Context: an optimization exercise on an open-source flow, tuned for small area. The choices shown serve that exercise and are no tape-out recipe.
The RTL was checked by simulation tests, not by an equivalence proof against the original design.

Design accelerate_matrix, start of the top module:
module accelerate_matrix (
    input clk,
    input rst,
    input [31:0]wmatrix,
    input [31:0]xmatrix,
    input [31:0]bias,
    output reg [15:0]out1,
    output reg [15:0]out2,
    output reg [15:0]out3,
    output reg [15:0]out4
);
For scale: ~2300 cells after synthesis, about 380 flip-flops, roughly 160 I/O pins, roughly 24000 um^2 of cells after synthesis.
==> flow/config.mk <==
export PLATFORM = sky130hd
export DESIGN_NAME = accelerate_matrix
export DESIGN_NICKNAME = accelerate_matrix
export VERILOG_FILES = /design/flow/design.v
export SDC_FILE = /design/flow/constraint.sdc
export NUM_CORES = 4
export LEC_CHECK = 0
export ABC_AREA = 1
export CAP_MARGIN = 20
export CORE_MARGIN = 2
export CORE_UTILIZATION = 60
export CTS_BUF_LIST = sky130_fd_sc_hd__clkbuf_16
export CTS_CLUSTER_DIAMETER = 80
export CTS_CLUSTER_SIZE = 30
export GPL_TIMING_DRIVEN = 0
export PLACE_DENSITY = 0.75
export SLEW_MARGIN = 20
export SYNTH_HIERARCHICAL = 1
export SYNTH_MINIMUM_KEEP_SIZE = 0
==> flow/constraint.sdc <==
create_clock -name core_clock -period 10.0 [get_ports {clk}]
set_input_delay 2.0000 -clock core_clock [delete_from_list [all_inputs] [get_ports {clk}]]
set_output_delay 2.0000 -clock core_clock [all_outputs]
set_load 0.01 [all_outputs]
standard.sh (not shown) runs the stock make flow with config.mk's settings and CLKGATE_MAP_FILE= SYNTH_SCRIPT=/design/flow/synth_recipe.tcl, a recipe that flattens the netlist after the stock synthesis.
==> flow/flow/run.sh <==
#!/bin/bash
# The standard layout (standard.sh: the ORFS flow and synthesis, unchanged),
# with changes that only affect buffering and sizing:
#  - the port buffers are the smallest buffer cell instead of clkdlybuf4s50_1
#    (every port still gets its own buffer);
#  - the buffers Yosys/ABC put in are removed at floorplan, as the
#    timing-driven placement would otherwise do;
#  - clock tree synthesis gets the same settings as config.mk gives it, and
#    inserts no dummy loads.
set -euo pipefail
export BUFFER_PORTS_ARGS="-buffer_cell sky130_fd_sc_hd__buf_1"
export REMOVE_ABC_BUFFERS=1
export CTS_ARGS="-sink_clustering_enable -repair_clock_nets -sink_clustering_size 30 -sink_clustering_max_diameter 80 -buf_list sky130_fd_sc_hd__clkbuf_16 -dont_use_dummy_load"
bash standard.sh finish > standard_flow.log 2>&1
Then changed:
--- a/flow/design.v
+++ b/flow/design.v
@@ -13,22 +13,23 @@
     reg [3:0] p;
     always @(posedge clk or posedge rst) begin
         if (rst)
             p <= 4'd0;
         else
             p <= (p == 4'd12) ? 4'd0 : p + 4'd1;
     end
     wire ld_w = (p >= 4'd1) && (p <= 4'd4);            
     wire ld_b = (p == 4'd1);                           
     wire ld_p = (p == 4'd1) || (p == 4'd2);            
     wire ld_q = (p == 4'd3) || (p == 4'd4);            
+    wire hi   = (p >= 4'd8) && (p <= 4'd11);           
     wire mv   = (p >= 4'd7) && (p <= 4'd10);           
     reg [31:0] r0, r1, r2, r3;
     always @(posedge clk) begin
         r0 <= r1;
         r1 <= r2;
         r2 <= r3;
         r3 <= ld_w ? wmatrix : r0;
     end
     reg [7:0] s0, s1, s2, s3;
     always @(posedge clk) begin
         if (ld_b) begin
@@ -44,53 +45,44 @@
         end
     end
     reg [31:0] xp0, xp1, xq0, xq1;
     reg [14:0] e0, e1, e2, o0, o1, o2;
     always @(posedge clk) begin
         xp0[29:0] <= mv ? {o2, e2} : xp1[29:0];
         xp0[31:30] <= xp1[31:30];
         xp1 <= ld_p ? xmatrix : xp0;
         xq0 <= xq1;
         xq1 <= ld_q ? xmatrix : xq0;
     end
-    reg hi;
-    always @(posedge clk)
-        hi <= (p >= 4'd7) && (p <= 4'd10);
     wire [31:0] xa = hi ? xq1 : xp1;
     wire [31:0] xb = hi ? xq0 : xp0;
-    wire [15:0] sa, sb;
-    dot_unit ua (.w(r1), .x(xa), .b(s2), .sn(sa));
-    dot_unit ub (.w(r1), .x(xb), .b(s2), .sn(sb));
+    wire [14:0] ya, yb;
+    dot_unit ua (.w(r1), .x(xa), .b(s2), .y(ya));
+    dot_unit ub (.w(r1), .x(xb), .b(s2), .y(yb));
     wire ev = ~p[0];
-    wire na_e = ~(ev & sa[15]);
-    wire nb_e = ~(~ev & sb[15]);
-    wire na_o = ~(~ev & sa[15]);
-    wire nb_o = ~(ev & sb[15]);
-    wire [14:0] e_d = ~(({15{na_e}} | sa[14:0]) & ({15{nb_e}} | sb[14:0]));
-    wire [14:0] o_d = ~(({15{na_o}} | sa[14:0]) & ({15{nb_o}} | sb[14:0]));
     always @(posedge clk) begin
-        e0 <= e_d; e1 <= e0; e2 <= e1;
-        o0 <= o_d; o1 <= o0; o2 <= o1;
+        e0 <= ev ? ya : yb; e1 <= e0; e2 <= e1;
+        o0 <= ev ? yb : ya; o1 <= o0; o2 <= o1;
     end
     always @(*) begin
         out1 = {1'b0, xp1[14:0]};
         out2 = {1'b0, xp1[29:15]};
         out3 = {1'b0, e0};
         out4 = {1'b0, o0};
     end
 endmodule
 module dot_unit (
     input  [31:0] w,
     input  [31:0] x,
     input  [7:0]  b,
-    output [15:0] sn
+    output [14:0] y
 );
   wire t1 = ~(w[0] & x[0]);
   wire t2 = ~(w[0] & x[1]);
   wire t3 = ~(w[0] & x[2]);
   wire t4 = ~(w[0] & x[3]);
   wire t5 = ~(w[0] & x[4]);
   wire t6 = ~(w[0] & x[5]);
   wire t7 = ~(w[0] & x[6]);
   wire t8 = ~(w[0] & x[7]);
   wire t9 = ~(w[1] & x[0]);
   wire t10 = ~(w[1] & x[1]);
@@ -847,32 +839,34 @@
   wire t761, t762;
   FA u_t761 (.a(t730), .b(t731), .c(t760), .s(t761), .co(t762));
   wire t763, t764;
   FA u_t763 (.a(t732), .b(t733), .c(t762), .s(t763), .co(t764));
   wire t765, t766;
   FA u_t765 (.a(t734), .b(t735), .c(t764), .s(t765), .co(t766));
   wire t767, t768;
   FA u_t767 (.a(t736), .b(t737), .c(t766), .s(t767), .co(t768));
   wire t769, t770;
   FA u_t769 (.a(t738), .b(t739), .c(t768), .s(t769), .co(t770));
   wire t771 = t740 ^ t741 ^ t770;
+  wire [15:0] sn;   
   assign sn[0] = t711;
   assign sn[1] = t743;
   assign sn[2] = t745;
   assign sn[3] = t747;
   assign sn[4] = t749;
   assign sn[5] = t751;
   assign sn[6] = t753;
   assign sn[7] = t755;
   assign sn[8] = t757;
   assign sn[9] = t759;
   assign sn[10] = t761;
   assign sn[11] = t763;
   assign sn[12] = t765;
   assign sn[13] = t767;
   assign sn[14] = t769;
   assign sn[15] = t771;
+  assign y = sn[15] ? ~sn[14:0] : 15'd0;
 endmodule
 module FA (input a, input b, input c, output s, output co);
   assign s  = a ^ b ^ c;
   assign co = (a & b) | (a & c) | (b & c);
 endmodule
- The new run produced a clean layout
- die area grows by 0.68%
- synthesized area increases by 0.69%
- via count is higher by 8.5%
- routed wire length came out higher by 8.3%
- worst setup slack got worse by 130 ps
- sequential cell count is lower by 1
- cell count goes up by 7.8%
- utilization went up by 0.69 points
- register-to-register slack loses 130 ps

[re-timing with driven ports]
The results above use ideal ports. As a check the final layouts listed here were re-extracted and re-timed, cells and wires unchanged. Step 1 sets driving cells, clkbuf_16 on the clock port and buf_2 on the other inputs (assumed; they add their load-dependent delay and slew). Step 2 times the ports against the registers' clock, not the clock port: input delays grow and output delays shrink by t, the midpoint of the rising clock arrivals with the driver on. Slacks: ideal ports / drivers / drivers and shift; pairs: ideal ports / drivers.
run	shift t [ns]	setup WS [ns]	worst data-port slew with drivers (ns)
the first run	0.580	0.334 / 0.334 / 0.334	0.05
the second run	0.597	0.204 / 0.204 / 0.204	0.06
After both steps setup and hold are still met in every run listed.
